This design comes from an exercise in tuning for small area on the open sky130 flow, not from production work. At most, simulation tests tie the RTL to the original design; equivalence was not proved. Power is estimated from default activity; no workload was simulated.

==> v6 <==
// alu_design
module alu_design(clk_i,rst_i,valid_i,ready_o,operand_a,operand_b,operation,result);
Settings: LEC_CHECK=0, CAP_MARGIN=20, CORE_MARGIN=2, CORE_UTILIZATION=60, PLACE_DENSITY=0.75, SETUP_SLACK_MARGIN=-1.5, SLEW_MARGIN=20, SYNTH_HIERARCHICAL=1; clock period 80.0 ns.
standard.sh (not shown) runs the stock make flow with config.mk's settings and CLKGATE_MAP_FILE= SYNTH_SCRIPT=/design/flow/synth_recipe.tcl, a recipe that flattens the netlist after the stock synthesis.
==> flow/flow/run.sh <==
#!/bin/bash
# Standard layout, except that after the standard synthesis every a21oi_2 is
# swapped for an a21oi_1 (same function and pins, smaller): synthesis picks
# the larger one for each one-gate module it maps on its own, and the
# layout's timing repair upsizes again wherever timing needs it.
set -euo pipefail
bash standard.sh synth > synth.log 2>&1
NET=orfs/results/sky130hd/alu_design/base/1_2_yosys.v
cp $NET 1_2_yosys.orig.v
sed -i 's/\bsky130_fd_sc_hd__a21oi_2\b/sky130_fd_sc_hd__a21oi_1/g' $NET
rm -f orfs/results/sky130hd/alu_design/base/1_synth.odb orfs/results/sky130hd/alu_design/base/1_synth.sdc
bash standard.sh > layout.log 2>&1
==> inputs of v35, as changes to v6 <==
--- a/flow/design.v
+++ b/flow/design.v
@@ -8055,19 +8055,22 @@
 	assign r0[27] = r0_x27_7898;
 	assign r0[28] = r0_x28_7904;
 	assign r0[29] = r0_x29_7910;
 	assign r0[30] = r0_x30_7916;
 	assign r0[31] = r0_x31_7922;
-	wire [31:0] res = (operation == 3'b011) ? ~qn : (r0 ^ {32{flip}});
+	wire op_div = (operation == 3'b011);
+	wire [31:0] r0x, resn, nxtn, nxt;
+	genvar i;
+	generate for (i = 0; i < 32; i = i + 1) begin : g_out
+		c_xnor2 u_x (.a(r0[i]), .b(flip), .z(r0x[i]));                  
+		c_mux2i u_r (.a0(r0x[i]), .a1(qn[i]), .s(op_div), .z(resn[i]));   
+		c_mux2i u_h (.a0(result[i]), .a1(resn[i]), .s(valid_i), .z(nxtn[i]));
+		c_nor2  u_z (.a(rst_i), .b(nxtn[i]), .z(nxt[i]));
+	end endgenerate
 	always @(posedge clk_i) begin
-		if (rst_i) begin
-			ready_o <= 1'b0;
-			result <= 32'd0;
-		end else begin
-			ready_o <= valid_i;
-			if (valid_i) result <= res;
-		end
+		ready_o <= valid_i & ~rst_i;
+		result <= nxt;
 	end
 endmodule
 module c_inv (input a, output z);
 	assign z = ~a;
 endmodule
==> flow/flow/run.sh (replaced) <==
#!/bin/bash
# Standard layout, except that after the standard synthesis each a21oi_2 and
# mux4_2 is swapped for the _1 cell of the same function and pins: synthesis
# picks the larger one for each one-gate module it maps on its own, and the
# layout's timing repair upsizes again wherever timing needs it.
set -euo pipefail
bash standard.sh synth > synth.log 2>&1
NET=orfs/results/sky130hd/alu_design/base/1_2_yosys.v
cp $NET 1_2_yosys.orig.v
sed -i -e 's/\bsky130_fd_sc_hd__a21oi_2\b/sky130_fd_sc_hd__a21oi_1/g' \
       -e 's/\bsky130_fd_sc_hd__mux4_2\b/sky130_fd_sc_hd__mux4_1/g' $NET
rm -f orfs/results/sky130hd/alu_design/base/1_synth.odb orfs/results/sky130hd/alu_design/base/1_synth.sdc
bash standard.sh > layout.log 2>&1
==> inputs of v21, as changes to v6 <==
--- a/flow/design.v
+++ b/flow/design.v
@@ -8055,19 +8055,22 @@
 	assign r0[27] = r0_x27_7898;
 	assign r0[28] = r0_x28_7904;
 	assign r0[29] = r0_x29_7910;
 	assign r0[30] = r0_x30_7916;
 	assign r0[31] = r0_x31_7922;
-	wire [31:0] res = (operation == 3'b011) ? ~qn : (r0 ^ {32{flip}});
+	wire op_div = (operation == 3'b011);
+	wire [31:0] r0x, resn, nxtn, nxt;
+	genvar i;
+	generate for (i = 0; i < 32; i = i + 1) begin : g_out
+		c_xnor2 u_x (.a(r0[i]), .b(flip), .z(r0x[i]));                  
+		c_mux2i u_r (.a0(r0x[i]), .a1(qn[i]), .s(op_div), .z(resn[i]));   
+		c_mux2i u_h (.a0(result[i]), .a1(resn[i]), .s(valid_i), .z(nxtn[i]));
+		c_nor2  u_z (.a(rst_i), .b(nxtn[i]), .z(nxt[i]));
+	end endgenerate
 	always @(posedge clk_i) begin
-		if (rst_i) begin
-			ready_o <= 1'b0;
-			result <= 32'd0;
-		end else begin
-			ready_o <= valid_i;
-			if (valid_i) result <= res;
-		end
+		ready_o <= valid_i & ~rst_i;
+		result <= nxt;
 	end
 endmodule
 module c_inv (input a, output z);
 	assign z = ~a;
 endmodule
==> flow/flow/run.sh (replaced) <==
#!/bin/bash
# Standard layout, except that after the standard synthesis each a21oi_2 and
# mux4_2 is swapped for the _1 cell of the same function and pins: synthesis
# picks the larger one for each one-gate module it maps on its own, and the
# layout's timing repair upsizes again wherever timing needs it.
set -euo pipefail
bash standard.sh synth > synth.log 2>&1
NET=orfs/results/sky130hd/alu_design/base/1_2_yosys.v
cp $NET 1_2_yosys.orig.v
sed -i -e 's/\bsky130_fd_sc_hd__a21oi_2\b/sky130_fd_sc_hd__a21oi_1/g' \
       -e 's/\bsky130_fd_sc_hd__mux4_2\b/sky130_fd_sc_hd__mux4_1/g' $NET
rm -f orfs/results/sky130hd/alu_design/base/1_synth.odb orfs/results/sky130hd/alu_design/base/1_synth.sdc
bash standard.sh > layout.log 2>&1
Settings changed: CORE_UTILIZATION 60 to 70, PLACE_DENSITY 0.75 to 0.85.
==> summary of the runs <==
The lowest first-iteration DRC count belongs to v35, the highest to v21.
In sequential share of layout area, v35 and v6 hardly differ.
Total power: v21 is larger than v6 (3.8%).
In combinational power, v21 and v35 hardly differ.
Of v21 and v6, v6 has the higher design area (gap about 0.3%, measured against v6).
Between v21 and v6, the lower synthesized area is in v21 (gap 0.66%, measured against v6).
Between v21 and v35, the lower utilization is in v35 (gap 11 points).
Cell count, highest first: v6, v35, v21.
Function not checked in v6: the RTL went through the layout flow alone.

========
==> inputs of run a <==
alu_design, a different RTL version from the one above (not shown whole).
Design alu_design, start of the top module:
module alu_design(clk_i,rst_i,valid_i,ready_o,operand_a,operand_b,operation,result);
Settings: LEC_CHECK=0, CAP_MARGIN=20, CORE_MARGIN=2, CORE_UTILIZATION=60, PLACE_DENSITY=0.75, SLEW_MARGIN=20, SYNTH_HIERARCHICAL=1; clock period 80.0 ns.
run.sh (not shown) runs the stock make flow with config.mk's settings and CLKGATE_MAP_FILE= SYNTH_SCRIPT=/design/flow/synth_recipe.tcl, a recipe that flattens the netlist after the stock synthesis.
Stock flow here: none of the scripts above is used.
==> run b (differences from run a) <==
Settings changed: CORE_UTILIZATION 60 to 40, PLACE_DENSITY 0.75 to 0.6.
==> summary of the runs <==
- In sequential share of layout area, run a and run b hardly differ.
- Between run a and run b, the lower global-route usage is in run b (gap 10 points).
- Run a produced a clean layout. Run b finished clean.
- In run b the core utilization is lower than in run a, by 22 points.
- Against run b, the wire length of run a is lower by about 6%.
Function was not checked in any run of this note: the RTL went through the layout flow alone.

========
==> v37: inputs <==
alu_design, a different RTL version from the one above (not shown whole).
export LEC_CHECK = 0
export CAP_MARGIN = 20
export CORE_MARGIN = 2
export CORE_UTILIZATION = 60
export PLACE_DENSITY = 0.75
export SETUP_SLACK_MARGIN = -1.5
export SLEW_MARGIN = 20
export SYNTH_HIERARCHICAL = 1
create_clock -name core_clock -period 80.0 [get_ports {clk_i}]
==> inputs of v1, as changes to v37 <==
SETUP_SLACK_MARGIN = unset   (was -1.5)
==> summary of the runs <==
Area after synthesis is the same in v1 and v37.
In die area, v37 and v1 do not differ.
Against v37, the power of v1 is larger by 0.51%.
In v37 the fmax is smaller than in v1, by 1.1%.
Synthesized cell count is the same in v37 and v1.
In register-to-register slack, v1 and v37 hardly differ.
==> figures <==
| metric | v37 | v1 |
|---|---|---|
| Run status | complete, no violations | complete, no violations |
| Achievable frequency | 0.0131 GHz | 0.0133 GHz |
| Resized cells post-CTS | 0 | 1 |
| Flip-flop and latch share of the layout cell area | 2.30% | 2.28% |
| P_sw | 0.000732 W | 0.000736 W |
| Static Leakage | 12.6 nW | 12.7 nW |
| Switching Fraction | 62.7% | 62.7% |
| Max rail drop VDD | 0.0000335 V | 0.0000340 V |
| FILL cells | 4241 | 4218 |
| Amount of wire on met3 after detailed routing | 10100 um | 10700 um |
| Final net count | 4793 | 4798 |
| Arr. time, crit path | 76.41 ns | 75.58 ns |
| Slew HR | 24.7% | 25.0% |

-- re-timing with driven ports --
In the flow no input, the clock included, has a driving cell. The finished layouts below were timed again as built, in two steps. Step 1, drivers: a clkbuf_16 drives clk_i and a buf_2 each remaining input, both assumed. Step 2 times the ports against the registers' clock, not the clock port: input delays grow and output delays shrink by t, the midpoint of the rising clock arrivals with the driver on. Slacks: ideal ports / drivers / drivers and shift; pairs: ideal ports / drivers.
| run | t, ns | slack for setup (ns) | worst setup path after step 2 | worst slew at a driven data input, ns |
|---|---|---|---|---|
| v6 | 0.314 | 2.916 / 2.932 / 2.618 | input to register | 0.07 |
| v35 | 0.322 | 3.193 / 3.211 / 2.889 | input to register | 0.07 |
| v21 | 0.324 | 2.671 / 2.686 / 2.362 | input to register | 0.06 |
| run a | 0.304 | 2.895 / 2.900 / 2.596 | input to register | 0.05 |
| run b | 0.312 | 3.290 / 3.295 / 2.983 | input to register | 0.07 |
| v37 | 0.309 | 3.709 / 3.711 / 3.401 | input to register | 0.08 |
| v1 | 0.310 | 4.536 / 4.545 / 4.235 | input to register | 0.08 |
After both steps every run listed still meets setup and hold. The setup slack of v21, which loses most, moves by +0.015 ns with the drivers and by -0.309 ns with both steps.
